This design comes from an exercise in tuning for small area, a short achievable clock period and few clock cycles per item on the open sky130 flow, not from production work. Function was checked by simulation only, so behaviour that the tests miss may differ from the original.

## flow/design.v (module list and top-level ports; edited modules follow where they fit)
// module des_ip: 6 lines
// module des_fp: 6 lines
// module des_pc1: 6 lines
// module des_subkey1: 6 lines
// module des_subkey2: 6 lines
// module des_subkey3: 6 lines
// module des_subkey4: 6 lines
// module des_subkey5: 6 lines
// module des_subkey6: 6 lines
// module des_subkey7: 6 lines
// module des_subkey8: 6 lines
// module des_subkey9: 6 lines
// module des_subkey10: 6 lines
// module des_subkey11: 6 lines
// module des_subkey12: 6 lines
// module des_subkey13: 6 lines
// module des_subkey14: 6 lines
// module des_subkey15: 6 lines
// module des_subkey16: 6 lines
// module des_sbk1: 79 lines
// module des_sbk2: 79 lines
// module des_sbk3: 79 lines
// module des_sbk4: 79 lines
// module des_sbk5: 79 lines
// module des_sbk6: 79 lines
// module des_sbk7: 79 lines
// module des_sbk8: 79 lines
// module des_round: 15 lines
// module des_rounds_1_4: 22 lines
// module des_rounds_5_8: 22 lines
// module des_rounds_9_12: 22 lines
// module des_rounds_13_16: 22 lines
// module des_enc: 51 lines
module des_enc (
    input         clk,
    input         rst,
    input         in_valid,
    output        in_ready,
    input  [63:0] in_block,
    input  [63:0] in_key,
    output        out_valid,
    output [63:0] out_block
);
  // ...
==> flow/flow/run.sh <==
#!/bin/bash
# Own flow: the standard layout (standard.sh), with the S-box modules replaced by
# pre-mapped gate-level netlists during synthesis (see swap.tcl).
set -euo pipefail
W=$(pwd)
export SYNTH_CANONICALIZE_TCL=$W/flow/swap.tcl
BUFFER_PORTS_ARGS="-buffer_cell sky130_fd_sc_hd__buf_1" bash standard.sh SETUP_SLACK_MARGIN=38.75 finish > $W/standard.log 2>&1 || { tail -50 $W/standard.log; exit 1; }
for f in $W/orfs/logs/*/*/*/*.log; do cp "$f" $W/ 2>/dev/null || true; done
tail -5 $W/standard.log
==> flow/flow/swap.tcl <==
# Run by ORFS's synthesis canonicalize step (SYNTH_CANONICALIZE_TCL): replace the
# behavioural S-box modules with the gate-level ones in sbk_gates.v. Registers and
# everything else go through the standard synthesis unchanged.
foreach m {des_sbk1 des_sbk2 des_sbk3 des_sbk4 des_sbk5 des_sbk6 des_sbk7 des_sbk8} {
  delete $m
}
read_verilog [file join [file dirname [info script]] sbk_gates.v]
hierarchy -check -top $::env(DESIGN_NAME)
==> flow/standard.sh <==
#!/bin/bash
# synth_recipe.tcl (not shown) runs the flow's synth.tcl, then flattens the netlist and writes it again
# the make line also repeats each setting of config.mk as NAME=value (left out here)
make -C /OpenROAD-flow-scripts/flow DESIGN_CONFIG=/design/flow/config.mk WORK_HOME=/design/flow/orfs CLKGATE_MAP_FILE= SYNTH_SCRIPT=/design/flow/synth_recipe.tcl "${@:-finish}"
==> flow/config.mk <==
export PLATFORM = sky130hd
export DESIGN_NAME = des_enc
export DESIGN_NICKNAME = des_enc
export VERILOG_FILES = /design/flow/design.v
export SDC_FILE = /design/flow/constraint.sdc
export NUM_CORES = 8
export LEC_CHECK = 0
export CAP_MARGIN = 20
export CORE_MARGIN = 2
export CORE_UTILIZATION = 40
export CTS_CLUSTER_DIAMETER = 100
export CTS_CLUSTER_SIZE = 30
export SLEW_MARGIN = 20
==> flow/constraint.sdc <==
create_clock -name core_clock -period 50.0 [get_ports {clk}]
set_input_delay 10.0000 -clock core_clock [delete_from_list [all_inputs] [get_ports {clk}]]
set_output_delay 10.0000 -clock core_clock [all_outputs]
set_load 0.01 [all_outputs]
Not shown: flow/flow/sbk_gates.v
==> flow_summary.json, run 1 <==
{
  "status": "timing/DRC/antenna clean",
  "post_cts_buffers": 0,
  "yosysUniqueCellTypes": 35,
  "regArea_mm2": 0.0110,
  "die_h_um": 377,
  "diodes": 2,
  "syn2layout_area_growth_pct": 10.9,
  "clock-skew-final_ns": 0.0484,
  "gp_congestion": 1.08,
  "start_kind": "flop",
  "die_area_mm2": 0.142,
  "synthSimpleGateAreaFrac": 0.265,
  "setup_viol": 0,
  "pre_cts_slack_ns": 38.27,
  "final.fill_count": 14000,
  "cp_slowest_cell": "dfxtp_1",
  "place_area_mm2": 0.0589,
  "taps": 1794,
  "yosysWarnings": 5,
  "die_w_um": 377,
  "synth-compound-area-share": 0.274,
  "placed_cells": 10200,
  "synth_edf_count": 0,
  "fin_setup_tns_ns": 0,
  "dr.first_iter.drc_count": 8868,
  "ctsRootBufferMaster": "clkbuf_16",
  "buf_share": 0.0158,
  "cts.htree.levels": 2
}
Testbench counts, summed over its fixed seeds: cycles 2,088, items 2,048.
==> run 2, diff against run 1 <==
==> flow/flow/sbk_gates.v (replaced) <==
module des_sbk1 (r, k, l, o);
input [5:0] r;
input [5:0] k;
input [3:0] l;
output [3:0] o;
wire [5:0] x;
wire [3:0] y;
wire c2, c4, c7, c8, c10, c12, c15, c16, c19, c22, c23, c26, c30, c32, c33, c34, c36, c37, c38, c39, c40, c41, c42, c44, c45, c46, c47, c49, c50, c51, c52, c55, c56, c57, c59, c61, c62, c63, c65, c66, c67, c70, c72, c73, c74, c76, c77, c79, c83, c87, c89, c90, c92, c93;
sky130_fd_sc_hd__xnor2_1 i0 (.A(r[0]), .B(k[0]), .Y(x[0]));
sky130_fd_sc_hd__xnor2_1 i1 (.A(r[1]), .B(k[1]), .Y(x[1]));
sky130_fd_sc_hd__xor2_1 i2 (.A(r[2]), .B(k[2]), .X(x[2]));
sky130_fd_sc_hd__xor2_1 i3 (.A(r[3]), .B(k[3]), .X(x[3]));
sky130_fd_sc_hd__xnor2_1 i4 (.A(r[4]), .B(k[4]), .Y(x[4]));
sky130_fd_sc_hd__xnor2_1 i5 (.A(r[5]), .B(k[5]), .Y(x[5]));
sky130_fd_sc_hd__nor2_1 g2 (.A(x[0]), .B(x[2]), .Y(c2));
sky130_fd_sc_hd__nand2_1 g4 (.A(x[3]), .B(x[5]), .Y(c4));
sky130_fd_sc_hd__nor2_1 g7 (.A(x[4]), .B(x[1]), .Y(c7));
sky130_fd_sc_hd__inv_1 g8 (.A(x[5]), .Y(c8));
sky130_fd_sc_hd__a21oi_1 g10 (.A1(x[0]), .A2(x[2]), .B1(c2), .Y(c10));
sky130_fd_sc_hd__xor2_1 g12 (.A(x[5]), .B(x[2]), .X(c12));
sky130_fd_sc_hd__nor2_1 g15 (.A(c12), .B(x[3]), .Y(c15));
sky130_fd_sc_hd__nand2_1 g16 (.A(x[3]), .B(c12), .Y(c16));
sky130_fd_sc_hd__nor2_1 g19 (.A(c2), .B(c16), .Y(c19));
sky130_fd_sc_hd__nor2_1 g22 (.A(c15), .B(c10), .Y(c22));
sky130_fd_sc_hd__nor2_1 g23 (.A(c19), .B(c15), .Y(c23));
sky130_fd_sc_hd__nor2_1 g26 (.A(c12), .B(c8), .Y(c26));
sky130_fd_sc_hd__nor2_1 g30 (.A(x[5]), .B(x[3]), .Y(c30));
sky130_fd_sc_hd__nor2_1 g32 (.A(c30), .B(x[0]), .Y(c32));
sky130_fd_sc_hd__nand2_1 g33 (.A(c32), .B(c4), .Y(c33));
sky130_fd_sc_hd__xnor2_1 g34 (.A(x[0]), .B(x[3]), .Y(c34));
sky130_fd_sc_hd__or2_0 g36 (.A(c34), .B(c12), .X(c36));
sky130_fd_sc_hd__o21ai_0 g37 (.A1(c33), .A2(c15), .B1(c36), .Y(c37));
sky130_fd_sc_hd__a21oi_1 g38 (.A1(c23), .A2(c10), .B1(c37), .Y(c38));
sky130_fd_sc_hd__nor2_1 g39 (.A(c19), .B(c37), .Y(c39));
sky130_fd_sc_hd__nor2_1 g40 (.A(c22), .B(c30), .Y(c40));
sky130_fd_sc_hd__a22oi_1 g41 (.A1(c38), .A2(c39), .B1(c10), .B2(c19), .Y(c41));
sky130_fd_sc_hd__nor2_1 g42 (.A(c7), .B(x[1]), .Y(c42));
sky130_fd_sc_hd__nor2_1 g44 (.A(c7), .B(x[4]), .Y(c44));
sky130_fd_sc_hd__nand2_1 g45 (.A(c26), .B(x[0]), .Y(c45));
sky130_fd_sc_hd__nand2_1 g46 (.A(c33), .B(c45), .Y(c46));
sky130_fd_sc_hd__a222oi_1 g47 (.A1(c7), .A2(c41), .B1(c42), .B2(c39), .C1(c46), .C2(c44), .Y(c47));
sky130_fd_sc_hd__nor3_1 g49 (.A(c44), .B(c7), .C(c42), .Y(c49));
sky130_fd_sc_hd__o22ai_1 g50 (.A1(c12), .A2(x[0]), .B1(c32), .B2(c30), .Y(c50));
sky130_fd_sc_hd__nor2_1 g51 (.A(c40), .B(c34), .Y(c51));
sky130_fd_sc_hd__a21oi_1 g52 (.A1(c33), .A2(x[2]), .B1(c51), .Y(c52));
sky130_fd_sc_hd__a21oi_1 g55 (.A1(c8), .A2(c52), .B1(c26), .Y(c55));
sky130_fd_sc_hd__nand2_1 g56 (.A(c55), .B(c49), .Y(c56));
sky130_fd_sc_hd__clkinv_1 g57 (.A(c52), .Y(c57));
sky130_fd_sc_hd__nand2_1 g59 (.A(c47), .B(c56), .Y(c59));
sky130_fd_sc_hd__and2_0 g61 (.A(c8), .B(c10), .X(c61));
sky130_fd_sc_hd__or3_1 g62 (.A(c37), .B(c44), .C(c61), .X(c62));
sky130_fd_sc_hd__a21boi_0 g63 (.A1(c34), .A2(c62), .B1_N(c42), .Y(c63));
sky130_fd_sc_hd__nand2_1 g65 (.A(c16), .B(c36), .Y(c65));
sky130_fd_sc_hd__a222oi_1 g66 (.A1(c7), .A2(c65), .B1(c16), .B2(c63), .C1(c38), .C2(c62), .Y(c66));
sky130_fd_sc_hd__nand2_1 g67 (.A(c62), .B(c49), .Y(c67));
sky130_fd_sc_hd__nand2_1 g70 (.A(c67), .B(c66), .Y(c70));
sky130_fd_sc_hd__nand2_1 g72 (.A(c50), .B(c45), .Y(c72));
sky130_fd_sc_hd__clkinv_1 g73 (.A(c72), .Y(c73));
sky130_fd_sc_hd__a222oi_1 g74 (.A1(c73), .A2(c7), .B1(c57), .B2(c42), .C1(c44), .C2(c23), .Y(c74));
sky130_fd_sc_hd__a21o_1 g76 (.A1(c72), .A2(c34), .B1(c19), .X(c76));
sky130_fd_sc_hd__nand2_1 g77 (.A(c49), .B(c76), .Y(c77));
sky130_fd_sc_hd__o21bai_1 g79 (.A1(c8), .A2(c76), .B1_N(c61), .Y(c79));
sky130_fd_sc_hd__a21oi_1 g83 (.A1(c32), .A2(c34), .B1(c51), .Y(c83));
sky130_fd_sc_hd__a222oi_1 g87 (.A1(c7), .A2(c22), .B1(c79), .B2(c42), .C1(c83), .C2(c44), .Y(c87));
sky130_fd_sc_hd__o21ai_0 g89 (.A1(c39), .A2(c56), .B1(c33), .Y(c89));
sky130_fd_sc_hd__nand2_1 g90 (.A(c74), .B(c77), .Y(c90));
sky130_fd_sc_hd__nand2_1 g92 (.A(c49), .B(c89), .Y(c92));
sky130_fd_sc_hd__nand2_1 g93 (.A(c87), .B(c92), .Y(c93));
assign y[0] = c59;
assign y[1] = c70;
assign y[2] = c90;
assign y[3] = c93;
sky130_fd_sc_hd__xnor2_1 o0 (.A(l[0]), .B(y[0]), .Y(o[0]));
sky130_fd_sc_hd__xnor2_1 o1 (.A(l[1]), .B(y[1]), .Y(o[1]));
sky130_fd_sc_hd__xnor2_1 o2 (.A(l[2]), .B(y[2]), .Y(o[2]));
sky130_fd_sc_hd__xnor2_1 o3 (.A(l[3]), .B(y[3]), .Y(o[3]));
endmodule

module des_sbk2 (r, k, l, o);
input [5:0] r;
input [5:0] k;
input [3:0] l;
output [3:0] o;
wire [5:0] x;
wire [3:0] y;
wire c0, c1, c2, c3, c4, c5, c6, c10, c13, c14, c16, c20, c21, c22, c23, c24, c29, c31, c32, c33, c37, c39, c42, c43, c44, c47, c48, c49, c51, c52, c56, c57, c58, c59, c60, c61, c62, c63, c66, c67, c72, c73, c75, c76, c79, c80, c81, c82, c84, c85, c86, c93;
sky130_fd_sc_hd__xnor2_1 i0 (.A(r[0]), .B(k[0]), .Y(x[0]));
sky130_fd_sc_hd__xnor2_1 i1 (.A(r[1]), .B(k[1]), .Y(x[1]));
sky130_fd_sc_hd__xnor2_1 i2 (.A(r[2]), .B(k[2]), .Y(x[2]));
sky130_fd_sc_hd__xnor2_1 i3 (.A(r[3]), .B(k[3]), .Y(x[3]));
sky130_fd_sc_hd__xor2_1 i4 (.A(r[4]), .B(k[4]), .X(x[4]));
sky130_fd_sc_hd__xor2_1 i5 (.A(r[5]), .B(k[5]), .X(x[5]));
sky130_fd_sc_hd__nand2_1 g0 (.A(x[5]), .B(x[5]), .Y(c0));
sky130_fd_sc_hd__nor2_1 g1 (.A(x[0]), .B(x[4]), .Y(c1));
sky130_fd_sc_hd__and2_0 g2 (.A(x[0]), .B(x[4]), .X(c2));
sky130_fd_sc_hd__or2_0 g3 (.A(c1), .B(c2), .X(c3));
sky130_fd_sc_hd__clkinv_1 g4 (.A(c3), .Y(c4));
sky130_fd_sc_hd__nor2_1 g5 (.A(x[3]), .B(x[4]), .Y(c5));
sky130_fd_sc_hd__nor2_1 g6 (.A(x[0]), .B(x[3]), .Y(c6));
sky130_fd_sc_hd__nor2_1 g10 (.A(x[3]), .B(c3), .Y(c10));
sky130_fd_sc_hd__a21oi_1 g13 (.A1(c1), .A2(x[3]), .B1(c10), .Y(c13));
sky130_fd_sc_hd__nand2b_1 g14 (.A_N(x[2]), .B(x[4]), .Y(c14));
sky130_fd_sc_hd__nand2_1 g16 (.A(x[1]), .B(c14), .Y(c16));
sky130_fd_sc_hd__o21ai_0 g20 (.A1(x[2]), .A2(x[1]), .B1(c16), .Y(c20));
sky130_fd_sc_hd__xor2_1 g21 (.A(c20), .B(c13), .X(c21));
sky130_fd_sc_hd__nand2_1 g22 (.A(x[1]), .B(c21), .Y(c22));
sky130_fd_sc_hd__nand2_1 g23 (.A(c3), .B(x[3]), .Y(c23));
sky130_fd_sc_hd__nor2b_1 g24 (.A(x[4]), .B_N(x[2]), .Y(c24));
sky130_fd_sc_hd__o22ai_1 g29 (.A1(c4), .A2(c2), .B1(c24), .B2(c6), .Y(c29));
sky130_fd_sc_hd__nand2_1 g31 (.A(c23), .B(c29), .Y(c31));
sky130_fd_sc_hd__xnor2_1 g32 (.A(c22), .B(c31), .Y(c32));
sky130_fd_sc_hd__a31oi_1 g33 (.A1(c1), .A2(x[1]), .A3(x[2]), .B1(c32), .Y(c33));
sky130_fd_sc_hd__o21ai_0 g37 (.A1(x[4]), .A2(c24), .B1(x[3]), .Y(c37));
sky130_fd_sc_hd__o21ai_0 g39 (.A1(c4), .A2(x[2]), .B1(c29), .Y(c39));
sky130_fd_sc_hd__o21ai_0 g42 (.A1(x[1]), .A2(c5), .B1(c39), .Y(c42));
sky130_fd_sc_hd__o21ai_0 g43 (.A1(c37), .A2(x[1]), .B1(c42), .Y(c43));
sky130_fd_sc_hd__a22oi_1 g44 (.A1(c33), .A2(c0), .B1(x[5]), .B2(c43), .Y(c44));
sky130_fd_sc_hd__nand2_1 g47 (.A(x[1]), .B(x[0]), .Y(c47));
sky130_fd_sc_hd__nor2_1 g48 (.A(x[1]), .B(x[0]), .Y(c48));
sky130_fd_sc_hd__nand3b_1 g49 (.A_N(c48), .B(x[3]), .C(c47), .Y(c49));
sky130_fd_sc_hd__o21ai_0 g51 (.A1(x[3]), .A2(c47), .B1(c49), .Y(c51));
sky130_fd_sc_hd__nor2_1 g52 (.A(c24), .B(c16), .Y(c52));
sky130_fd_sc_hd__xnor2_1 g56 (.A(c51), .B(c14), .Y(c56));
sky130_fd_sc_hd__nor3_1 g57 (.A(c2), .B(x[1]), .C(x[2]), .Y(c57));
sky130_fd_sc_hd__nor2_1 g58 (.A(c10), .B(c57), .Y(c58));
sky130_fd_sc_hd__nor2_1 g59 (.A(x[1]), .B(c3), .Y(c59));
sky130_fd_sc_hd__o21ai_0 g60 (.A1(c37), .A2(c20), .B1(c24), .Y(c60));
sky130_fd_sc_hd__o21ai_0 g61 (.A1(c58), .A2(c59), .B1(c0), .Y(c61));
sky130_fd_sc_hd__a31oi_1 g62 (.A1(c16), .A2(c29), .A3(c56), .B1(c61), .Y(c62));
sky130_fd_sc_hd__nor2_1 g63 (.A(x[2]), .B(c49), .Y(c63));
sky130_fd_sc_hd__nor3_1 g66 (.A(x[3]), .B(c52), .C(c59), .Y(c66));
sky130_fd_sc_hd__nand2_1 g67 (.A(c58), .B(c42), .Y(c67));
sky130_fd_sc_hd__nor2_1 g72 (.A(c3), .B(c67), .Y(c72));
sky130_fd_sc_hd__nor3_1 g73 (.A(c66), .B(c72), .C(c63), .Y(c73));
sky130_fd_sc_hd__a22oi_1 g75 (.A1(c62), .A2(c60), .B1(x[5]), .B2(c73), .Y(c75));
sky130_fd_sc_hd__o21ai_0 g76 (.A1(c2), .A2(x[2]), .B1(x[1]), .Y(c76));
sky130_fd_sc_hd__nand2_1 g79 (.A(c23), .B(c76), .Y(c79));
sky130_fd_sc_hd__a22o_1 g80 (.A1(c23), .A2(c79), .B1(c57), .B2(c37), .X(c80));
sky130_fd_sc_hd__a31oi_1 g81 (.A1(c76), .A2(c0), .A3(c79), .B1(c80), .Y(c81));
sky130_fd_sc_hd__nand2_1 g82 (.A(c76), .B(c14), .Y(c82));
sky130_fd_sc_hd__o31ai_1 g84 (.A1(c5), .A2(c82), .A3(c4), .B1(c81), .Y(c84));
sky130_fd_sc_hd__a22oi_1 g85 (.A1(c81), .A2(c0), .B1(x[5]), .B2(c84), .Y(c85));
sky130_fd_sc_hd__a21oi_1 g86 (.A1(c24), .A2(c48), .B1(c56), .Y(c86));
sky130_fd_sc_hd__a22oi_1 g93 (.A1(c21), .A2(c0), .B1(x[5]), .B2(c86), .Y(c93));
assign y[0] = c44;
assign y[1] = c75;
assign y[2] = c85;
assign y[3] = c93;
sky130_fd_sc_hd__xor2_1 o0 (.A(l[0]), .B(y[0]), .X(o[0]));
sky130_fd_sc_hd__xor2_1 o1 (.A(l[1]), .B(y[1]), .X(o[1]));
sky130_fd_sc_hd__xor2_1 o2 (.A(l[2]), .B(y[2]), .X(o[2]));
sky130_fd_sc_hd__xor2_1 o3 (.A(l[3]), .B(y[3]), .X(o[3]));
endmodule

module des_sbk3 (r, k, l, o);
input [5:0] r;
input [5:0] k;
input [3:0] l;
output [3:0] o;
wire [5:0] x;
wire [3:0] y;
wire c0, c3, c5, c10, c12, c13, c14, c16, c17, c18, c20, c22, c24, c25, c26, c28, c33, c34, c37, c38, c39, c41, c43, c45, c46, c48, c50, c51, c52, c53, c54, c57, c58, c59, c60, c62, c64, c65, c66, c67, c72, c73, c74, c75, c76, c79, c85, c86, c88;
sky130_fd_sc_hd__xnor2_1 i0 (.A(r[0]), .B(k[0]), .Y(x[0]));
sky130_fd_sc_hd__xor2_1 i1 (.A(r[1]), .B(k[1]), .X(x[1]));
sky130_fd_sc_hd__xor2_1 i2 (.A(r[2]), .B(k[2]), .X(x[2]));
sky130_fd_sc_hd__xnor2_1 i3 (.A(r[3]), .B(k[3]), .Y(x[3]));
sky130_fd_sc_hd__xnor2_1 i4 (.A(r[4]), .B(k[4]), .Y(x[4]));
sky130_fd_sc_hd__xor2_1 i5 (.A(r[5]), .B(k[5]), .X(x[5]));
sky130_fd_sc_hd__nand2_1 g0 (.A(x[2]), .B(x[3]), .Y(c0));
sky130_fd_sc_hd__nor2_1 g3 (.A(x[4]), .B(x[5]), .Y(c3));
sky130_fd_sc_hd__xor2_1 g5 (.A(x[0]), .B(x[2]), .X(c5));
sky130_fd_sc_hd__xor2_1 g10 (.A(x[3]), .B(x[0]), .X(c10));
sky130_fd_sc_hd__nand2_1 g12 (.A(x[1]), .B(c10), .Y(c12));
sky130_fd_sc_hd__o21ai_0 g13 (.A1(x[1]), .A2(c5), .B1(c12), .Y(c13));
sky130_fd_sc_hd__clkinv_1 g14 (.A(c13), .Y(c14));
sky130_fd_sc_hd__o21ai_0 g16 (.A1(x[3]), .A2(c14), .B1(x[1]), .Y(c16));
sky130_fd_sc_hd__nor2_1 g17 (.A(c3), .B(x[4]), .Y(c17));
sky130_fd_sc_hd__xnor2_1 g18 (.A(x[3]), .B(x[1]), .Y(c18));
sky130_fd_sc_hd__nor2_1 g20 (.A(c10), .B(x[1]), .Y(c20));
sky130_fd_sc_hd__nor2b_1 g22 (.A(c20), .B_N(c12), .Y(c22));
sky130_fd_sc_hd__nor2_1 g24 (.A(c5), .B(c22), .Y(c24));
sky130_fd_sc_hd__a21oi_1 g25 (.A1(c5), .A2(c18), .B1(c24), .Y(c25));
sky130_fd_sc_hd__nand2_1 g26 (.A(c12), .B(x[2]), .Y(c26));
sky130_fd_sc_hd__a21boi_0 g28 (.A1(c25), .A2(c13), .B1_N(c26), .Y(c28));
sky130_fd_sc_hd__nor2_1 g33 (.A(c3), .B(x[5]), .Y(c33));
sky130_fd_sc_hd__a222oi_1 g34 (.A1(c3), .A2(c14), .B1(c28), .B2(c17), .C1(c13), .C2(c33), .Y(c34));
sky130_fd_sc_hd__nor3_1 g37 (.A(c33), .B(c3), .C(c17), .Y(c37));
sky130_fd_sc_hd__nand2_1 g38 (.A(c25), .B(c37), .Y(c38));
sky130_fd_sc_hd__nor2_1 g39 (.A(c16), .B(c0), .Y(c39));
sky130_fd_sc_hd__nand2_1 g41 (.A(x[2]), .B(c5), .Y(c41));
sky130_fd_sc_hd__xnor2_1 g43 (.A(c18), .B(c5), .Y(c43));
sky130_fd_sc_hd__nand2b_1 g45 (.A_N(x[3]), .B(c43), .Y(c45));
sky130_fd_sc_hd__nand2_1 g46 (.A(c38), .B(c34), .Y(c46));
sky130_fd_sc_hd__xnor2_1 g48 (.A(c5), .B(c16), .Y(c48));
sky130_fd_sc_hd__a31oi_1 g50 (.A1(c26), .A2(x[1]), .A3(c5), .B1(c20), .Y(c50));
sky130_fd_sc_hd__nand2_1 g51 (.A(c41), .B(c50), .Y(c51));
sky130_fd_sc_hd__nand2_1 g52 (.A(c51), .B(c45), .Y(c52));
sky130_fd_sc_hd__nor2_1 g53 (.A(c39), .B(c52), .Y(c53));
sky130_fd_sc_hd__nor2_1 g54 (.A(c53), .B(c24), .Y(c54));
sky130_fd_sc_hd__o21ai_0 g57 (.A1(c43), .A2(x[1]), .B1(c22), .Y(c57));
sky130_fd_sc_hd__nor2_1 g58 (.A(x[1]), .B(c41), .Y(c58));
sky130_fd_sc_hd__o22ai_1 g59 (.A1(x[1]), .A2(x[3]), .B1(c58), .B2(c43), .Y(c59));
sky130_fd_sc_hd__a222oi_1 g60 (.A1(c3), .A2(c54), .B1(c57), .B2(c17), .C1(c59), .C2(c33), .Y(c60));
sky130_fd_sc_hd__nor2_1 g62 (.A(x[1]), .B(c18), .Y(c62));
sky130_fd_sc_hd__nor2_1 g64 (.A(c39), .B(c62), .Y(c64));
sky130_fd_sc_hd__nand3_1 g65 (.A(c64), .B(c45), .C(c37), .Y(c65));
sky130_fd_sc_hd__nand2_1 g66 (.A(c48), .B(c37), .Y(c66));
sky130_fd_sc_hd__nand2_1 g67 (.A(c45), .B(c25), .Y(c67));
sky130_fd_sc_hd__o21ai_0 g72 (.A1(c50), .A2(c62), .B1(c0), .Y(c72));
sky130_fd_sc_hd__clkinv_1 g73 (.A(c43), .Y(c73));
sky130_fd_sc_hd__a222oi_1 g74 (.A1(c72), .A2(c3), .B1(c50), .B2(c17), .C1(c33), .C2(c52), .Y(c74));
sky130_fd_sc_hd__nand2_1 g75 (.A(c53), .B(c37), .Y(c75));
sky130_fd_sc_hd__a21oi_1 g76 (.A1(c64), .A2(c26), .B1(c58), .Y(c76));
sky130_fd_sc_hd__a222oi_1 g79 (.A1(c67), .A2(c3), .B1(c17), .B2(c73), .C1(c33), .C2(c76), .Y(c79));
sky130_fd_sc_hd__nand2_1 g85 (.A(c75), .B(c74), .Y(c85));
sky130_fd_sc_hd__nand2_1 g86 (.A(c66), .B(c79), .Y(c86));
sky130_fd_sc_hd__nand2_1 g88 (.A(c65), .B(c60), .Y(c88));
assign y[0] = c46;
assign y[1] = c88;
assign y[2] = c85;
assign y[3] = c86;
sky130_fd_sc_hd__xor2_1 o0 (.A(l[0]), .B(y[0]), .X(o[0]));
sky130_fd_sc_hd__xor2_1 o1 (.A(l[1]), .B(y[1]), .X(o[1]));
sky130_fd_sc_hd__xor2_1 o2 (.A(l[2]), .B(y[2]), .X(o[2]));
sky130_fd_sc_hd__xor2_1 o3 (.A(l[3]), .B(y[3]), .X(o[3]));
endmodule

module des_sbk4 (r, k, l, o);
input [5:0] r;
input [5:0] k;
input [3:0] l;
output [3:0] o;
wire [5:0] x;
wire [3:0] y;
wire c3, c6, c8, c9, c10, c11, c12, c13, c14, c15, c16, c19, c20, c22, c24, c25, c26, c29, c32, c33, c35, c38, c41, c42, c43, c45, c49, c51, c52, c54, c57, c62, c64, c67, c71;
sky130_fd_sc_hd__xor2_1 i0 (.A(r[0]), .B(k[0]), .X(x[0]));
sky130_fd_sc_hd__xor2_1 i1 (.A(r[1]), .B(k[1]), .X(x[1]));
sky130_fd_sc_hd__xor2_1 i2 (.A(r[2]), .B(k[2]), .X(x[2]));
sky130_fd_sc_hd__xor2_1 i3 (.A(r[3]), .B(k[3]), .X(x[3]));
sky130_fd_sc_hd__xnor2_1 i4 (.A(r[4]), .B(k[4]), .Y(x[4]));
sky130_fd_sc_hd__xor2_1 i5 (.A(r[5]), .B(k[5]), .X(x[5]));
sky130_fd_sc_hd__nor2_1 g3 (.A(x[0]), .B(x[0]), .Y(c3));
sky130_fd_sc_hd__xor2_1 g6 (.A(x[2]), .B(x[5]), .X(c6));
sky130_fd_sc_hd__xor2_1 g8 (.A(x[5]), .B(x[4]), .X(c8));
sky130_fd_sc_hd__nand2_1 g9 (.A(x[3]), .B(c8), .Y(c9));
sky130_fd_sc_hd__xnor2_1 g10 (.A(c6), .B(c9), .Y(c10));
sky130_fd_sc_hd__nor2_1 g11 (.A(x[4]), .B(x[2]), .Y(c11));
sky130_fd_sc_hd__inv_1 g12 (.A(x[5]), .Y(c12));
sky130_fd_sc_hd__o21ai_0 g13 (.A1(c12), .A2(x[3]), .B1(x[1]), .Y(c13));
sky130_fd_sc_hd__nor2_1 g14 (.A(c11), .B(c13), .Y(c14));
sky130_fd_sc_hd__a21oi_1 g15 (.A1(c12), .A2(x[3]), .B1(x[1]), .Y(c15));
sky130_fd_sc_hd__a22oi_1 g16 (.A1(c15), .A2(c12), .B1(c8), .B2(x[3]), .Y(c16));
sky130_fd_sc_hd__a22oi_1 g19 (.A1(c13), .A2(c11), .B1(c14), .B2(c16), .Y(c19));
sky130_fd_sc_hd__o21ai_0 g20 (.A1(x[1]), .A2(c10), .B1(c19), .Y(c20));
sky130_fd_sc_hd__nand2_1 g22 (.A(c20), .B(c3), .Y(c22));
sky130_fd_sc_hd__nor2_1 g24 (.A(c8), .B(x[3]), .Y(c24));
sky130_fd_sc_hd__nor2_1 g25 (.A(c24), .B(c6), .Y(c25));
sky130_fd_sc_hd__nor2_1 g26 (.A(c24), .B(x[1]), .Y(c26));
sky130_fd_sc_hd__a21o_1 g29 (.A1(c6), .A2(c24), .B1(c25), .X(c29));
sky130_fd_sc_hd__o21ai_0 g32 (.A1(x[4]), .A2(c13), .B1(c19), .Y(c32));
sky130_fd_sc_hd__o211ai_1 g33 (.A1(c29), .A2(c13), .B1(c32), .C1(x[1]), .Y(c33));
sky130_fd_sc_hd__o21ai_0 g35 (.A1(c20), .A2(x[2]), .B1(c24), .Y(c35));
sky130_fd_sc_hd__o211ai_1 g38 (.A1(c10), .A2(c8), .B1(c13), .C1(x[3]), .Y(c38));
sky130_fd_sc_hd__nand3_1 g41 (.A(c33), .B(c35), .C(c38), .Y(c41));
sky130_fd_sc_hd__o21ai_0 g42 (.A1(c41), .A2(c3), .B1(c22), .Y(c42));
sky130_fd_sc_hd__a22oi_1 g43 (.A1(c41), .A2(c3), .B1(x[0]), .B2(c20), .Y(c43));
sky130_fd_sc_hd__o21ai_0 g45 (.A1(x[4]), .A2(c11), .B1(c15), .Y(c45));
sky130_fd_sc_hd__or3_1 g49 (.A(x[4]), .B(c15), .C(c11), .X(c49));
sky130_fd_sc_hd__o21ai_0 g51 (.A1(c45), .A2(c24), .B1(c49), .Y(c51));
sky130_fd_sc_hd__a21oi_1 g52 (.A1(c29), .A2(x[1]), .B1(c51), .Y(c52));
sky130_fd_sc_hd__a21oi_1 g54 (.A1(c49), .A2(x[2]), .B1(c16), .Y(c54));
sky130_fd_sc_hd__nor3_1 g57 (.A(c25), .B(c15), .C(x[3]), .Y(c57));
sky130_fd_sc_hd__a311oi_1 g62 (.A1(c16), .A2(x[2]), .A3(c26), .B1(c54), .C1(c57), .Y(c62));
sky130_fd_sc_hd__clkinv_1 g64 (.A(c62), .Y(c64));
sky130_fd_sc_hd__a22oi_1 g67 (.A1(c3), .A2(c52), .B1(c62), .B2(x[0]), .Y(c67));
sky130_fd_sc_hd__a22oi_1 g71 (.A1(c64), .A2(c3), .B1(x[0]), .B2(c52), .Y(c71));
assign y[0] = c42;
assign y[1] = c43;
assign y[2] = c67;
assign y[3] = c71;
sky130_fd_sc_hd__xor2_1 o0 (.A(l[0]), .B(y[0]), .X(o[0]));
sky130_fd_sc_hd__xor2_1 o1 (.A(l[1]), .B(y[1]), .X(o[1]));
sky130_fd_sc_hd__xor2_1 o2 (.A(l[2]), .B(y[2]), .X(o[2]));
sky130_fd_sc_hd__xor2_1 o3 (.A(l[3]), .B(y[3]), .X(o[3]));
endmodule

module des_sbk5 (r, k, l, o);
input [5:0] r;
input [5:0] k;
input [3:0] l;
output [3:0] o;
wire [5:0] x;
wire [3:0] y;
wire c0, c5, c7, c8, c10, c12, c13, c14, c18, c19, c20, c22, c23, c25, c26, c28, c30, c33, c34, c37, c38, c39, c41, c43, c45, c47, c50, c51, c52, c53, c54, c57, c58, c59, c61, c62, c63, c64, c65, c67, c68, c69, c71, c74, c75, c79, c80, c82, c83, c85, c90, c92;
sky130_fd_sc_hd__xor2_1 i0 (.A(r[0]), .B(k[0]), .X(x[0]));
sky130_fd_sc_hd__xnor2_1 i1 (.A(r[1]), .B(k[1]), .Y(x[1]));
sky130_fd_sc_hd__xor2_1 i2 (.A(r[2]), .B(k[2]), .X(x[2]));
sky130_fd_sc_hd__xor2_1 i3 (.A(r[3]), .B(k[3]), .X(x[3]));
sky130_fd_sc_hd__xnor2_1 i4 (.A(r[4]), .B(k[4]), .Y(x[4]));
sky130_fd_sc_hd__xnor2_1 i5 (.A(r[5]), .B(k[5]), .Y(x[5]));
sky130_fd_sc_hd__nor2_1 g0 (.A(x[4]), .B(x[2]), .Y(c0));
sky130_fd_sc_hd__clkinv_1 g5 (.A(x[3]), .Y(c5));
sky130_fd_sc_hd__nand2_1 g7 (.A(x[4]), .B(x[2]), .Y(c7));
sky130_fd_sc_hd__nor2_1 g8 (.A(x[5]), .B(c5), .Y(c8));
sky130_fd_sc_hd__nor2_1 g10 (.A(x[0]), .B(c5), .Y(c10));
sky130_fd_sc_hd__nor2_1 g12 (.A(x[5]), .B(x[1]), .Y(c12));
sky130_fd_sc_hd__o21ai_0 g13 (.A1(c8), .A2(x[0]), .B1(x[1]), .Y(c13));
sky130_fd_sc_hd__and2_0 g14 (.A(x[5]), .B(x[1]), .X(c14));
sky130_fd_sc_hd__nor2_1 g18 (.A(c14), .B(c12), .Y(c18));
sky130_fd_sc_hd__a21oi_1 g19 (.A1(x[1]), .A2(c13), .B1(c12), .Y(c19));
sky130_fd_sc_hd__nand2b_1 g20 (.A_N(x[0]), .B(c12), .Y(c20));
sky130_fd_sc_hd__nand3_1 g22 (.A(c18), .B(x[0]), .C(c5), .Y(c22));
sky130_fd_sc_hd__o211ai_1 g23 (.A1(c18), .A2(c5), .B1(c20), .C1(c22), .Y(c23));
sky130_fd_sc_hd__o22ai_1 g25 (.A1(x[5]), .A2(c5), .B1(c10), .B2(c12), .Y(c25));
sky130_fd_sc_hd__o21ai_0 g26 (.A1(c13), .A2(c23), .B1(c25), .Y(c26));
sky130_fd_sc_hd__a21o_1 g28 (.A1(x[0]), .A2(c5), .B1(c10), .X(c28));
sky130_fd_sc_hd__nor4_1 g30 (.A(x[0]), .B(c12), .C(c14), .D(x[3]), .Y(c30));
sky130_fd_sc_hd__a21oi_1 g33 (.A1(c14), .A2(c28), .B1(c30), .Y(c33));
sky130_fd_sc_hd__o21ai_0 g34 (.A1(c26), .A2(c5), .B1(c33), .Y(c34));
sky130_fd_sc_hd__nor2_1 g37 (.A(c12), .B(c34), .Y(c37));
sky130_fd_sc_hd__a21oi_1 g38 (.A1(c8), .A2(c20), .B1(c37), .Y(c38));
sky130_fd_sc_hd__nor2_1 g39 (.A(c0), .B(x[2]), .Y(c39));
sky130_fd_sc_hd__nand3_1 g41 (.A(x[0]), .B(c18), .C(x[3]), .Y(c41));
sky130_fd_sc_hd__nand3_1 g43 (.A(c33), .B(c20), .C(c41), .Y(c43));
sky130_fd_sc_hd__nand2_1 g45 (.A(c43), .B(x[3]), .Y(c45));
sky130_fd_sc_hd__nand2_1 g47 (.A(c22), .B(c45), .Y(c47));
sky130_fd_sc_hd__nor2_1 g50 (.A(x[4]), .B(c0), .Y(c50));
sky130_fd_sc_hd__and3_1 g51 (.A(x[3]), .B(x[1]), .C(x[0]), .X(c51));
sky130_fd_sc_hd__a21oi_1 g52 (.A1(c18), .A2(x[1]), .B1(c51), .Y(c52));
sky130_fd_sc_hd__mux2i_1 g53 (.A0(c41), .A1(c47), .S(c52), .Y(c53));
sky130_fd_sc_hd__a222oi_1 g54 (.A1(c0), .A2(c38), .B1(c47), .B2(c39), .C1(c50), .C2(c53), .Y(c54));
sky130_fd_sc_hd__inv_1 g57 (.A(c7), .Y(c57));
sky130_fd_sc_hd__nand2_1 g58 (.A(x[1]), .B(c53), .Y(c58));
sky130_fd_sc_hd__o311a_1 g59 (.A1(c5), .A2(x[1]), .A3(x[0]), .B1(c57), .C1(c22), .X(c59));
sky130_fd_sc_hd__nand2_1 g61 (.A(c58), .B(c59), .Y(c61));
sky130_fd_sc_hd__nand2_1 g62 (.A(c54), .B(c61), .Y(c62));
sky130_fd_sc_hd__nand2_1 g63 (.A(c28), .B(c12), .Y(c63));
sky130_fd_sc_hd__nand2_1 g64 (.A(c63), .B(c52), .Y(c64));
sky130_fd_sc_hd__a211oi_1 g65 (.A1(c12), .A2(c28), .B1(c30), .C1(c51), .Y(c65));
sky130_fd_sc_hd__o21a_1 g67 (.A1(c34), .A2(c25), .B1(c52), .X(c67));
sky130_fd_sc_hd__a222oi_1 g68 (.A1(c0), .A2(c64), .B1(c39), .B2(c65), .C1(c50), .C2(c67), .Y(c68));
sky130_fd_sc_hd__nand2_1 g69 (.A(c57), .B(c26), .Y(c69));
sky130_fd_sc_hd__nand2_1 g71 (.A(c69), .B(c68), .Y(c71));
sky130_fd_sc_hd__o21ai_0 g74 (.A1(c43), .A2(x[5]), .B1(c33), .Y(c74));
sky130_fd_sc_hd__a222oi_1 g75 (.A1(c0), .A2(c74), .B1(c34), .B2(c39), .C1(c50), .C2(c43), .Y(c75));
sky130_fd_sc_hd__o21ai_0 g79 (.A1(c8), .A2(c19), .B1(c41), .Y(c79));
sky130_fd_sc_hd__o22ai_1 g80 (.A1(c59), .A2(c75), .B1(c43), .B2(c7), .Y(c80));
sky130_fd_sc_hd__a21oi_1 g82 (.A1(c79), .A2(c63), .B1(c51), .Y(c82));
sky130_fd_sc_hd__o32a_1 g83 (.A1(c30), .A2(c64), .A3(c28), .B1(c52), .B2(c34), .X(c83));
sky130_fd_sc_hd__a222oi_1 g85 (.A1(c79), .A2(c0), .B1(c82), .B2(c39), .C1(c83), .C2(c50), .Y(c85));
sky130_fd_sc_hd__nand2_1 g90 (.A(c23), .B(c57), .Y(c90));
sky130_fd_sc_hd__nand2_1 g92 (.A(c90), .B(c85), .Y(c92));
assign y[0] = c62;
assign y[1] = c71;
assign y[2] = c80;
assign y[3] = c92;
sky130_fd_sc_hd__xor2_1 o0 (.A(l[0]), .B(y[0]), .X(o[0]));
sky130_fd_sc_hd__xor2_1 o1 (.A(l[1]), .B(y[1]), .X(o[1]));
sky130_fd_sc_hd__xor2_1 o2 (.A(l[2]), .B(y[2]), .X(o[2]));
sky130_fd_sc_hd__xor2_1 o3 (.A(l[3]), .B(y[3]), .X(o[3]));
endmodule

module des_sbk6 (r, k, l, o);
input [5:0] r;
input [5:0] k;
input [3:0] l;
output [3:0] o;
wire [5:0] x;
wire [3:0] y;
wire c1, c2, c7, c8, c10, c12, c15, c16, c18, c19, c22, c23, c26, c30, c32, c33, c34, c36, c37, c38, c39, c40, c41, c42, c43, c45, c46, c47, c49, c50, c51, c52, c55, c56, c59, c61, c62, c63, c65, c66, c67, c68, c70, c72, c73, c74, c76, c77, c78, c80;
sky130_fd_sc_hd__xnor2_1 i0 (.A(r[0]), .B(k[0]), .Y(x[0]));
sky130_fd_sc_hd__xor2_1 i1 (.A(r[1]), .B(k[1]), .X(x[1]));
sky130_fd_sc_hd__xnor2_1 i2 (.A(r[2]), .B(k[2]), .Y(x[2]));
sky130_fd_sc_hd__xor2_1 i3 (.A(r[3]), .B(k[3]), .X(x[3]));
sky130_fd_sc_hd__xor2_1 i4 (.A(r[4]), .B(k[4]), .X(x[4]));
sky130_fd_sc_hd__xnor2_1 i5 (.A(r[5]), .B(k[5]), .Y(x[5]));
sky130_fd_sc_hd__nand3_1 g1 (.A(x[5]), .B(x[2]), .C(x[0]), .Y(c1));
sky130_fd_sc_hd__nand2_1 g2 (.A(x[1]), .B(x[0]), .Y(c2));
sky130_fd_sc_hd__nor2_1 g7 (.A(x[4]), .B(x[3]), .Y(c7));
sky130_fd_sc_hd__nor2_1 g8 (.A(x[0]), .B(x[2]), .Y(c8));
sky130_fd_sc_hd__nand2_1 g10 (.A(x[2]), .B(x[5]), .Y(c10));
sky130_fd_sc_hd__nor2_1 g12 (.A(x[1]), .B(c10), .Y(c12));
sky130_fd_sc_hd__nor2_1 g15 (.A(x[2]), .B(x[5]), .Y(c15));
sky130_fd_sc_hd__nand2b_1 g16 (.A_N(c15), .B(c10), .Y(c16));
sky130_fd_sc_hd__o21ai_0 g18 (.A1(x[0]), .A2(x[1]), .B1(c2), .Y(c18));
sky130_fd_sc_hd__nor2b_1 g19 (.A(c2), .B_N(c16), .Y(c19));
sky130_fd_sc_hd__nor2b_1 g22 (.A(c8), .B_N(x[5]), .Y(c22));
sky130_fd_sc_hd__nand2_1 g23 (.A(c18), .B(x[5]), .Y(c23));
sky130_fd_sc_hd__o21a_1 g26 (.A1(c22), .A2(c18), .B1(c23), .X(c26));
sky130_fd_sc_hd__nor2b_1 g30 (.A(c16), .B_N(c26), .Y(c30));
sky130_fd_sc_hd__nor2_1 g32 (.A(c7), .B(x[3]), .Y(c32));
sky130_fd_sc_hd__xor2_1 g33 (.A(c18), .B(c16), .X(c33));
sky130_fd_sc_hd__nor3_1 g34 (.A(c30), .B(c8), .C(c12), .Y(c34));
sky130_fd_sc_hd__nor2_1 g36 (.A(c15), .B(c33), .Y(c36));
sky130_fd_sc_hd__xnor2_1 g37 (.A(x[0]), .B(c36), .Y(c37));
sky130_fd_sc_hd__nor2_1 g38 (.A(c30), .B(c8), .Y(c38));
sky130_fd_sc_hd__nor2_1 g39 (.A(c7), .B(x[4]), .Y(c39));
sky130_fd_sc_hd__nor2_1 g40 (.A(c16), .B(x[0]), .Y(c40));
sky130_fd_sc_hd__a21oi_1 g41 (.A1(c1), .A2(c19), .B1(c33), .Y(c41));
sky130_fd_sc_hd__nor2_1 g42 (.A(c40), .B(c19), .Y(c42));
sky130_fd_sc_hd__o21ai_0 g43 (.A1(c36), .A2(c33), .B1(c42), .Y(c43));
sky130_fd_sc_hd__a21oi_1 g45 (.A1(c43), .A2(c23), .B1(c12), .Y(c45));
sky130_fd_sc_hd__o21ai_0 g46 (.A1(c16), .A2(x[0]), .B1(c45), .Y(c46));
sky130_fd_sc_hd__a222oi_1 g47 (.A1(c34), .A2(c7), .B1(c37), .B2(c32), .C1(c46), .C2(c39), .Y(c47));
sky130_fd_sc_hd__and3_1 g49 (.A(x[3]), .B(x[3]), .C(x[4]), .X(c49));
sky130_fd_sc_hd__nand2_1 g50 (.A(c45), .B(c49), .Y(c50));
sky130_fd_sc_hd__nand2_1 g51 (.A(c15), .B(x[1]), .Y(c51));
sky130_fd_sc_hd__nand2_1 g52 (.A(c51), .B(c1), .Y(c52));
sky130_fd_sc_hd__nor3_1 g55 (.A(c22), .B(x[1]), .C(c15), .Y(c55));
sky130_fd_sc_hd__nor2_1 g56 (.A(c55), .B(c52), .Y(c56));
sky130_fd_sc_hd__nand2_1 g59 (.A(c2), .B(c36), .Y(c59));
sky130_fd_sc_hd__o21ai_0 g61 (.A1(c56), .A2(x[5]), .B1(c59), .Y(c61));
sky130_fd_sc_hd__a21oi_1 g62 (.A1(c33), .A2(c51), .B1(c40), .Y(c62));
sky130_fd_sc_hd__a222oi_1 g63 (.A1(c56), .A2(c7), .B1(c61), .B2(c32), .C1(c39), .C2(c62), .Y(c63));
sky130_fd_sc_hd__nor2_1 g65 (.A(c30), .B(c52), .Y(c65));
sky130_fd_sc_hd__o21a_1 g66 (.A1(c40), .A2(c38), .B1(c49), .X(c66));
sky130_fd_sc_hd__nand2_1 g67 (.A(c59), .B(c66), .Y(c67));
sky130_fd_sc_hd__nand2_1 g68 (.A(c63), .B(c67), .Y(c68));
sky130_fd_sc_hd__nand2_1 g70 (.A(c2), .B(c56), .Y(c70));
sky130_fd_sc_hd__a222oi_1 g72 (.A1(c7), .A2(c41), .B1(c26), .B2(c32), .C1(c39), .C2(c70), .Y(c72));
sky130_fd_sc_hd__nand2_1 g73 (.A(c49), .B(c65), .Y(c73));
sky130_fd_sc_hd__nand2_1 g74 (.A(c72), .B(c73), .Y(c74));
sky130_fd_sc_hd__o22ai_1 g76 (.A1(c33), .A2(c8), .B1(c49), .B2(c59), .Y(c76));
sky130_fd_sc_hd__nand2_1 g77 (.A(c50), .B(c47), .Y(c77));
sky130_fd_sc_hd__a222oi_1 g78 (.A1(c7), .A2(c43), .B1(c42), .B2(c32), .C1(c76), .C2(x[3]), .Y(c78));
sky130_fd_sc_hd__o21ai_0 g80 (.A1(c67), .A2(c38), .B1(c78), .Y(c80));
assign y[0] = c77;
assign y[1] = c68;
assign y[2] = c74;
assign y[3] = c80;
sky130_fd_sc_hd__xor2_1 o0 (.A(l[0]), .B(y[0]), .X(o[0]));
sky130_fd_sc_hd__xor2_1 o1 (.A(l[1]), .B(y[1]), .X(o[1]));
sky130_fd_sc_hd__xnor2_1 o2 (.A(l[2]), .B(y[2]), .Y(o[2]));
sky130_fd_sc_hd__xnor2_1 o3 (.A(l[3]), .B(y[3]), .Y(o[3]));
endmodule

module des_sbk7 (r, k, l, o);
input [5:0] r;
input [5:0] k;
input [3:0] l;
output [3:0] o;
wire [5:0] x;
wire [3:0] y;
wire c1, c2, c3, c7, c10, c12, c13, c15, c18, c19, c23, c24, c26, c30, c32, c33, c35, c36, c37, c38, c40, c41, c42, c43, c45, c46, c49, c51, c52, c55, c56, c58, c59, c60, c61, c63, c65, c66, c67, c69, c70, c71, c72, c73, c74, c76, c80, c84, c87;
sky130_fd_sc_hd__xor2_1 i0 (.A(r[0]), .B(k[0]), .X(x[0]));
sky130_fd_sc_hd__xnor2_1 i1 (.A(r[1]), .B(k[1]), .Y(x[1]));
sky130_fd_sc_hd__xor2_1 i2 (.A(r[2]), .B(k[2]), .X(x[2]));
sky130_fd_sc_hd__xnor2_1 i3 (.A(r[3]), .B(k[3]), .Y(x[3]));
sky130_fd_sc_hd__xor2_1 i4 (.A(r[4]), .B(k[4]), .X(x[4]));
sky130_fd_sc_hd__xnor2_1 i5 (.A(r[5]), .B(k[5]), .Y(x[5]));
sky130_fd_sc_hd__nor2_1 g1 (.A(x[4]), .B(x[2]), .Y(c1));
sky130_fd_sc_hd__xnor2_1 g2 (.A(x[0]), .B(x[1]), .Y(c2));
sky130_fd_sc_hd__nand2_1 g3 (.A(x[5]), .B(x[1]), .Y(c3));
sky130_fd_sc_hd__nor2_1 g7 (.A(x[5]), .B(x[3]), .Y(c7));
sky130_fd_sc_hd__nand2_1 g10 (.A(x[5]), .B(x[3]), .Y(c10));
sky130_fd_sc_hd__nand2b_1 g12 (.A_N(c7), .B(c10), .Y(c12));
sky130_fd_sc_hd__nor2_1 g13 (.A(c2), .B(c12), .Y(c13));
sky130_fd_sc_hd__a21oi_1 g15 (.A1(c12), .A2(c2), .B1(c13), .Y(c15));
sky130_fd_sc_hd__inv_1 g18 (.A(c15), .Y(c18));
sky130_fd_sc_hd__nor2_1 g19 (.A(c1), .B(x[2]), .Y(c19));
sky130_fd_sc_hd__nor2_1 g23 (.A(x[5]), .B(c12), .Y(c23));
sky130_fd_sc_hd__nor2_1 g24 (.A(c10), .B(x[0]), .Y(c24));
sky130_fd_sc_hd__nor2_1 g26 (.A(x[1]), .B(x[0]), .Y(c26));
sky130_fd_sc_hd__nor2_1 g30 (.A(c26), .B(x[5]), .Y(c30));
sky130_fd_sc_hd__a21oi_1 g32 (.A1(x[5]), .A2(c2), .B1(c30), .Y(c32));
sky130_fd_sc_hd__a21o_1 g33 (.A1(c23), .A2(x[0]), .B1(c32), .X(c33));
sky130_fd_sc_hd__nand2_1 g35 (.A(c12), .B(c26), .Y(c35));
sky130_fd_sc_hd__nor2_1 g36 (.A(c1), .B(x[4]), .Y(c36));
sky130_fd_sc_hd__nand2_1 g37 (.A(c2), .B(x[3]), .Y(c37));
sky130_fd_sc_hd__a32oi_1 g38 (.A1(c3), .A2(x[1]), .A3(c23), .B1(c37), .B2(c15), .Y(c38));
sky130_fd_sc_hd__a21oi_1 g40 (.A1(c37), .A2(c38), .B1(c24), .Y(c40));
sky130_fd_sc_hd__a222oi_1 g41 (.A1(c1), .A2(c18), .B1(c33), .B2(c19), .C1(c36), .C2(c40), .Y(c41));
sky130_fd_sc_hd__nor2b_1 g42 (.A(c36), .B_N(x[2]), .Y(c42));
sky130_fd_sc_hd__nand2_1 g43 (.A(x[1]), .B(c12), .Y(c43));
sky130_fd_sc_hd__o31ai_1 g45 (.A1(c32), .A2(x[1]), .A3(c7), .B1(c43), .Y(c45));
sky130_fd_sc_hd__nand2_1 g46 (.A(c45), .B(c42), .Y(c46));
sky130_fd_sc_hd__nor3_1 g49 (.A(x[0]), .B(c26), .C(x[3]), .Y(c49));
sky130_fd_sc_hd__a21oi_1 g51 (.A1(c23), .A2(x[0]), .B1(c49), .Y(c51));
sky130_fd_sc_hd__nand2_1 g52 (.A(c51), .B(c35), .Y(c52));
sky130_fd_sc_hd__nand2_1 g55 (.A(c43), .B(c52), .Y(c55));
sky130_fd_sc_hd__a21oi_1 g56 (.A1(c13), .A2(c55), .B1(c12), .Y(c56));
sky130_fd_sc_hd__a222oi_1 g58 (.A1(c1), .A2(c55), .B1(c52), .B2(c19), .C1(c36), .C2(c56), .Y(c58));
sky130_fd_sc_hd__o21ai_0 g59 (.A1(c13), .A2(c3), .B1(c18), .Y(c59));
sky130_fd_sc_hd__nand2_1 g60 (.A(c46), .B(c41), .Y(c60));
sky130_fd_sc_hd__nand2_1 g61 (.A(c42), .B(c59), .Y(c61));
sky130_fd_sc_hd__a21oi_1 g63 (.A1(c51), .A2(x[1]), .B1(c13), .Y(c63));
sky130_fd_sc_hd__o21ai_0 g65 (.A1(c18), .A2(x[5]), .B1(c3), .Y(c65));
sky130_fd_sc_hd__a222oi_1 g66 (.A1(c1), .A2(c65), .B1(c19), .B2(c38), .C1(c63), .C2(c36), .Y(c66));
sky130_fd_sc_hd__o22ai_1 g67 (.A1(x[1]), .A2(c2), .B1(c7), .B2(c15), .Y(c67));
sky130_fd_sc_hd__nand2_1 g69 (.A(c67), .B(c42), .Y(c69));
sky130_fd_sc_hd__nand2_1 g70 (.A(c66), .B(c69), .Y(c70));
sky130_fd_sc_hd__a21oi_1 g71 (.A1(c67), .A2(c38), .B1(c49), .Y(c71));
sky130_fd_sc_hd__nor3_1 g72 (.A(c23), .B(c26), .C(c18), .Y(c72));
sky130_fd_sc_hd__nand2_1 g73 (.A(c61), .B(c58), .Y(c73));
sky130_fd_sc_hd__a21o_1 g74 (.A1(c52), .A2(c37), .B1(c72), .X(c74));
sky130_fd_sc_hd__a222oi_1 g76 (.A1(c71), .A2(c1), .B1(c19), .B2(c74), .C1(c72), .C2(c36), .Y(c76));
sky130_fd_sc_hd__a21oi_1 g80 (.A1(c23), .A2(c38), .B1(c72), .Y(c80));
sky130_fd_sc_hd__nand2_1 g84 (.A(c80), .B(c42), .Y(c84));
sky130_fd_sc_hd__nand2_1 g87 (.A(c76), .B(c84), .Y(c87));
assign y[0] = c60;
assign y[1] = c73;
assign y[2] = c70;
assign y[3] = c87;
sky130_fd_sc_hd__xor2_1 o0 (.A(l[0]), .B(y[0]), .X(o[0]));
sky130_fd_sc_hd__xnor2_1 o1 (.A(l[1]), .B(y[1]), .Y(o[1]));
sky130_fd_sc_hd__xor2_1 o2 (.A(l[2]), .B(y[2]), .X(o[2]));
sky130_fd_sc_hd__xnor2_1 o3 (.A(l[3]), .B(y[3]), .Y(o[3]));
endmodule

module des_sbk8 (r, k, l, o);
input [5:0] r;
input [5:0] k;
input [3:0] l;
output [3:0] o;
wire [5:0] x;
wire [3:0] y;
wire c0, c1, c2, c3, c5, c6, c9, c12, c14, c15, c16, c17, c18, c19, c23, c24, c26, c28, c31, c33, c35, c36, c38, c41, c43, c44, c45, c50, c51, c52, c53, c57, c58, c62, c63, c66, c67, c68, c70, c71, c72, c76, c77, c78, c79, c80, c82, c88, c92, c94;
sky130_fd_sc_hd__xor2_1 i0 (.A(r[0]), .B(k[0]), .X(x[0]));
sky130_fd_sc_hd__xnor2_1 i1 (.A(r[1]), .B(k[1]), .Y(x[1]));
sky130_fd_sc_hd__xor2_1 i2 (.A(r[2]), .B(k[2]), .X(x[2]));
sky130_fd_sc_hd__xnor2_1 i3 (.A(r[3]), .B(k[3]), .Y(x[3]));
sky130_fd_sc_hd__xnor2_1 i4 (.A(r[4]), .B(k[4]), .Y(x[4]));
sky130_fd_sc_hd__xnor2_1 i5 (.A(r[5]), .B(k[5]), .Y(x[5]));
sky130_fd_sc_hd__nor2_1 g0 (.A(x[5]), .B(x[0]), .Y(c0));
sky130_fd_sc_hd__nand2_1 g1 (.A(x[4]), .B(x[1]), .Y(c1));
sky130_fd_sc_hd__xor2_1 g2 (.A(x[1]), .B(x[3]), .X(c2));
sky130_fd_sc_hd__nand2_1 g3 (.A(x[2]), .B(x[4]), .Y(c3));
sky130_fd_sc_hd__a21oi_1 g5 (.A1(x[1]), .A2(x[3]), .B1(x[4]), .Y(c5));
sky130_fd_sc_hd__a21oi_1 g6 (.A1(x[4]), .A2(x[3]), .B1(c5), .Y(c6));
sky130_fd_sc_hd__nor2_1 g9 (.A(x[2]), .B(c6), .Y(c9));
sky130_fd_sc_hd__nor2_1 g12 (.A(x[4]), .B(x[2]), .Y(c12));
sky130_fd_sc_hd__nor2_1 g14 (.A(c1), .B(c3), .Y(c14));
sky130_fd_sc_hd__a21oi_1 g15 (.A1(x[3]), .A2(c12), .B1(c14), .Y(c15));
sky130_fd_sc_hd__o21ai_0 g16 (.A1(c9), .A2(c2), .B1(c15), .Y(c16));
sky130_fd_sc_hd__nand2_1 g17 (.A(x[3]), .B(c12), .Y(c17));
sky130_fd_sc_hd__nor2_1 g18 (.A(c0), .B(x[0]), .Y(c18));
sky130_fd_sc_hd__a21oi_1 g19 (.A1(c6), .A2(x[2]), .B1(c9), .Y(c19));
sky130_fd_sc_hd__nand2_1 g23 (.A(x[1]), .B(c19), .Y(c23));
sky130_fd_sc_hd__o21ai_0 g24 (.A1(c16), .A2(x[1]), .B1(c23), .Y(c24));
sky130_fd_sc_hd__nor2_1 g26 (.A(c0), .B(x[5]), .Y(c26));
sky130_fd_sc_hd__nor3_1 g28 (.A(x[2]), .B(c6), .C(x[1]), .Y(c28));
sky130_fd_sc_hd__nor2_1 g31 (.A(x[1]), .B(c3), .Y(c31));
sky130_fd_sc_hd__nor3b_1 g33 (.A(x[2]), .B(x[3]), .C_N(x[1]), .Y(c33));
sky130_fd_sc_hd__nor2_1 g35 (.A(c33), .B(c31), .Y(c35));
sky130_fd_sc_hd__o21ai_0 g36 (.A1(c2), .A2(x[4]), .B1(c35), .Y(c36));
sky130_fd_sc_hd__o21ai_0 g38 (.A1(c36), .A2(c28), .B1(c15), .Y(c38));
sky130_fd_sc_hd__o21ai_0 g41 (.A1(c17), .A2(c5), .B1(c38), .Y(c41));
sky130_fd_sc_hd__nand2_1 g43 (.A(c1), .B(c41), .Y(c43));
sky130_fd_sc_hd__a222oi_1 g44 (.A1(c0), .A2(c16), .B1(c18), .B2(c24), .C1(c43), .C2(c26), .Y(c44));
sky130_fd_sc_hd__and2_0 g45 (.A(x[5]), .B(x[0]), .X(c45));
sky130_fd_sc_hd__nand2_1 g50 (.A(c36), .B(c45), .Y(c50));
sky130_fd_sc_hd__nand2_1 g51 (.A(c44), .B(c50), .Y(c51));
sky130_fd_sc_hd__nand2b_1 g52 (.A_N(c6), .B(x[1]), .Y(c52));
sky130_fd_sc_hd__nor3_1 g53 (.A(x[2]), .B(x[1]), .C(x[4]), .Y(c53));
sky130_fd_sc_hd__nor2_1 g57 (.A(c31), .B(c53), .Y(c57));
sky130_fd_sc_hd__nand2_1 g58 (.A(c57), .B(c52), .Y(c58));
sky130_fd_sc_hd__o211ai_1 g62 (.A1(c14), .A2(c3), .B1(c17), .C1(c52), .Y(c62));
sky130_fd_sc_hd__a21oi_1 g63 (.A1(x[2]), .A2(c6), .B1(c28), .Y(c63));
sky130_fd_sc_hd__o21ai_0 g66 (.A1(c16), .A2(c58), .B1(c63), .Y(c66));
sky130_fd_sc_hd__a222oi_1 g67 (.A1(c0), .A2(c19), .B1(c58), .B2(c18), .C1(c26), .C2(c66), .Y(c67));
sky130_fd_sc_hd__nand2_1 g68 (.A(c45), .B(c62), .Y(c68));
sky130_fd_sc_hd__nand2_1 g70 (.A(c67), .B(c68), .Y(c70));
sky130_fd_sc_hd__nand2_1 g71 (.A(c52), .B(c41), .Y(c71));
sky130_fd_sc_hd__nand2_1 g72 (.A(c15), .B(c63), .Y(c72));
sky130_fd_sc_hd__nand2_1 g76 (.A(c57), .B(c23), .Y(c76));
sky130_fd_sc_hd__clkinv_1 g77 (.A(c72), .Y(c77));
sky130_fd_sc_hd__a222oi_1 g78 (.A1(c71), .A2(c0), .B1(c18), .B2(c77), .C1(c26), .C2(c76), .Y(c78));
sky130_fd_sc_hd__nand2_1 g79 (.A(c45), .B(c72), .Y(c79));
sky130_fd_sc_hd__nand2_1 g80 (.A(c79), .B(c78), .Y(c80));
sky130_fd_sc_hd__o21bai_1 g82 (.A1(c58), .A2(c76), .B1_N(c33), .Y(c82));
sky130_fd_sc_hd__a222oi_1 g88 (.A1(c82), .A2(c0), .B1(c18), .B2(c38), .C1(c26), .C2(c16), .Y(c88));
sky130_fd_sc_hd__nand2_1 g92 (.A(c45), .B(c24), .Y(c92));
sky130_fd_sc_hd__nand2_1 g94 (.A(c88), .B(c92), .Y(c94));
assign y[0] = c51;
assign y[1] = c70;
assign y[2] = c80;
assign y[3] = c94;
sky130_fd_sc_hd__xnor2_1 o0 (.A(l[0]), .B(y[0]), .Y(o[0]));
sky130_fd_sc_hd__xnor2_1 o1 (.A(l[1]), .B(y[1]), .Y(o[1]));
sky130_fd_sc_hd__xor2_1 o2 (.A(l[2]), .B(y[2]), .X(o[2]));
sky130_fd_sc_hd__xor2_1 o3 (.A(l[3]), .B(y[3]), .X(o[3]));
endmodule

==> flow_summary.json, run 2 <==
{
  "worstSetupEndpointType": "output pin",
  "syn2layout_area_growth_pct": 14.1,
  "tightest_slew_ns": 1.17,
  "synth_edf_count": 0,
  "post-route-period-util": 0.223,
  "yosysMostFrequentCell": "nand2_1",
  "drc": 0,
  "dr_wl_met2_um": 103000,
  "ctsRootBufferMaster": "clkbuf_16",
  "die_w_um": 375,
  "drt-pass1-iter-count": 14,
  "r2r-start": "cd2_q[53]",
  "synth_common_cells": "1552 x nand2_1, 1264 x nor2_1, 848 x xor2_1",
  "nets": 8508,
  "io_pins": 197,
  "grt_max_degree": 31,
  "mostFrequentLayoutCells": "1551 x nand2_1, 1255 x nor2_1, 690 x xor2_1",
  "criticalPathCategory": "flop to output pin",
  "die_h_um": 375,
  "rrSetupSlack_ns": 39.16,
  "cap_violations": 0,
  "grt-ovfl-total": 0,
  "ys_top_cells_by_area": "dfxtp_1 20%, xor2_1 13%, xnor2_1 11%",
  "maxSlewHeadroom": 0.214,
  "period_minus_slack_ns": 11.14,
  "regArea_mm2": 0.0110,
  "finalHoldViolCount": 0,
  "syn-num-nets": 8223,
  "clock-skew-final_ns": 0.0270,
  "track_usage": 0.313,
  "cp_slowest_cell": "dfxtp_1",
  "final_core_util": 0.458,
  "antenna_found_initial": 2,
  "path_depth": 1,
  "fmax_mhz": 89.7,
  "cpPeakStageDelay_ns": 0.33,
  "numCtsBuffers": 38,
  "worstSetupStartpoint": "out_q[24]",
  "cp.arrival_ns": 1.14,
  "syn_avg_cell_area_um2": 6.81,
  "die_area_mm2": 0.141,
  "path_cells": "buf_1",
  "clkTransAtPathRegs_ns": 0.11,
  "synth_top_area_cell": "dfxtp_1",
  "gp_congestion": 1.05,
  "vias": 62500,
  "syn-cell-area_mm2": 0.0551,
  "top_layer_used": "met4",
  "dr.first_iter.drc_count": 8867,
  "synth_top_area_frac": 0.200,
  "coreArea_mm2": 0.137,
  "routed_wl_um": 231000,
  "viasPerCell": 6.13,
  "cts.sinks": 549,
  "grt_pass1_wl_um": 337000,
  "ys_async_sr_fraction": 0,
  "cts_buffer_depth": 3,
  "yosysWarnings": 5,
  "wl_met3_um": 17300,
  "cts_tree": "built",
  "final.fill_count": 13800,
  "ant_nets": 0,
  "start_util": 0.402,
  "syn_inst": 8092,
  "cts.htree.levels": 2,
  "yosysUniqueCellTypes": 39,
  "final_max_slew_viol_count": 0,
  "hp-class": "flop to flop",
  "clock_latency_ns": 0.66,
  "start_kind": "flop",
  "setup_viol": 0,
  "status": "timing/DRC/antenna clean",
  "routedWlPerCell_um": 22.7,
  "rsz0062_at_grt": "true",
  "crit_path_end": "out_block[24]",
  "layout_commonest_cell": "nand2_1",
  "synthFlopType": "dfxtp_1",
  "diodes": 0,
  "critPathBufInv": 1,
  "dp_hpwl_um": 190000,
  "ys_seq_area_frac": 0.200,
  "core.rowCount": 136,
  "ys_ff_latch": 549,
  "wl_met1_um": 80900,
  "critPathTopFamily": "flip-flops",
  "grt_pass1_vias": 56600,
  "multi_input_area_mm2": 0.0460,
  "r2r-end": "lr3_q[8]",
  "drive_gt1_frac": 0.0553,
  "numPortBuffers": 187,
  "fin_setup_tns_ns": 0,
  "r2r_cells": 43,
  "crit_required_ns": 40.00,
  "cp_max_fo": 1
}
run 2: changes by cell type in the layout (fill, tap and decap cells not counted), sizes merged, moves of 48 or more:
| cell | delta |
|---|---|
| a21oi | +80 |
| xor2 | -64 |
| o21ai | -48 |
| nor3 | +96 |
| o21a | -48 |
| nor2b | -128 |
| clkinv | +76 |
| nand2b | -64 |
| inv | -95 |
run 2: layout make-up:
type	count	area share
Timing Repair Buffer	246	0.0198
Clock inverter	26	0.00777
Tap cell	1794	0.0357
Inverter	192	0.0115
Sequential cell	549	0.176
Clock buffer	43	0.0168
Multi-Input combinational cell	7350	0.733
run 2: worst reg2reg max path: cells and delay by family (launching register included):
kind | cells | cell delay, ns
compound gates | 16 | 3.74
xor+xnor | 11 | 3.71
simple gates | 13 | 2.15
flops | 1 | 0.75
buf+inv | 3 | 0.40
run 2: worst min path at each step:
stage                 to      start  slack [ns]  cells past startpoint
2_1_floorplan  cd1_q[17]  cd0_q[17]        0.37                      0
3_3_place_gp      v_q[2]     v_q[1]        0.42                      1
3_5_place_dp      v_q[4]     v_q[3]        0.43                      1
4_1_cts        cd1_q[30]  cd0_q[30]        0.46                      0
5_1_grt        cd1_q[30]  cd0_q[30]        0.45                      0
6_report        cd3_q[0]   cd2_q[0]        0.45                      0
run 2: cells by family after synthesis:
group | synth area share
DFF | 0.200
muxes | 0.00291
xor gates and xnor gates | 0.247
buffers and inverters | 0.0132
AOI/OAI and AO/OA | 0.273
and+or+nand+nor | 0.265
other | 0.0000681
run 2: metrics by stage:
stage | setup WS (ns) | hold slack, ns | std cells | area (um2)
after floorplan | 39.67 | 0.373 | 8092 | 55100
after global placement | 37.95 | 0.421 | 10100 | 58300
after detailed placement | 37.98 | 0.435 | 10100 | 58300
after CTS | 38.67 | 0.455 | 10200 | 60100
after global routing | 38.62 | 0.452 | 10200 | 62800
final | 38.86 | 0.451 | 10200 | 62800
run 2: routing by layer:
metal | up-vias | GRT usage
met5 | - | 0
met4 | 0 | 0.338
met3 | 839 | 0.0371
met2 | 3671 | 0.512
met1 | 28500 | 0.338
li1 | 29500 | -
run 2: what timing repair did:
action / in CTS / in global routing
gates cloned: 0 / 0
resized for setup: 27 / 360
pin swaps: 0 / 16
buffers inserted: 0 / 21
hold buffers: 0 / 0
endpoints found under the hold margin: 0 / 0
endpoints found under the setup margin: 56 / 128

what the ideal ports hide:
The results above use ideal ports. As a check the final layouts listed here were re-extracted and re-timed, cells and wires unchanged. Step 1 (the two cells are an assumption about what drives the block):
set clk [get_ports {clk}]
set_driving_cell -lib_cell sky130_fd_sc_hd__clkbuf_16 $clk
set_driving_cell -lib_cell sky130_fd_sc_hd__buf_2 [delete_from_list [all_inputs] $clk]
Step 2, shift: input delay + t, output delay - t, t = (earliest + latest rising clock arrival at the registers) / 2. This alone moves slack from input paths to output paths. Slacks: ideal / step 1 / step 2; pairs: ideal / step 1.
run	t (ns)	slack for setup (ns)	worst register clock-pin slew, ns	worst data-port slew with drivers (ns)
run 1	0.735	38.835 / 38.758 / 39.215	0.11 / 0.11	0.04
run 2	0.729	38.858 / 38.777 / 39.156	0.11 / 0.11	0.04
After both steps setup and hold are still met in every run listed.
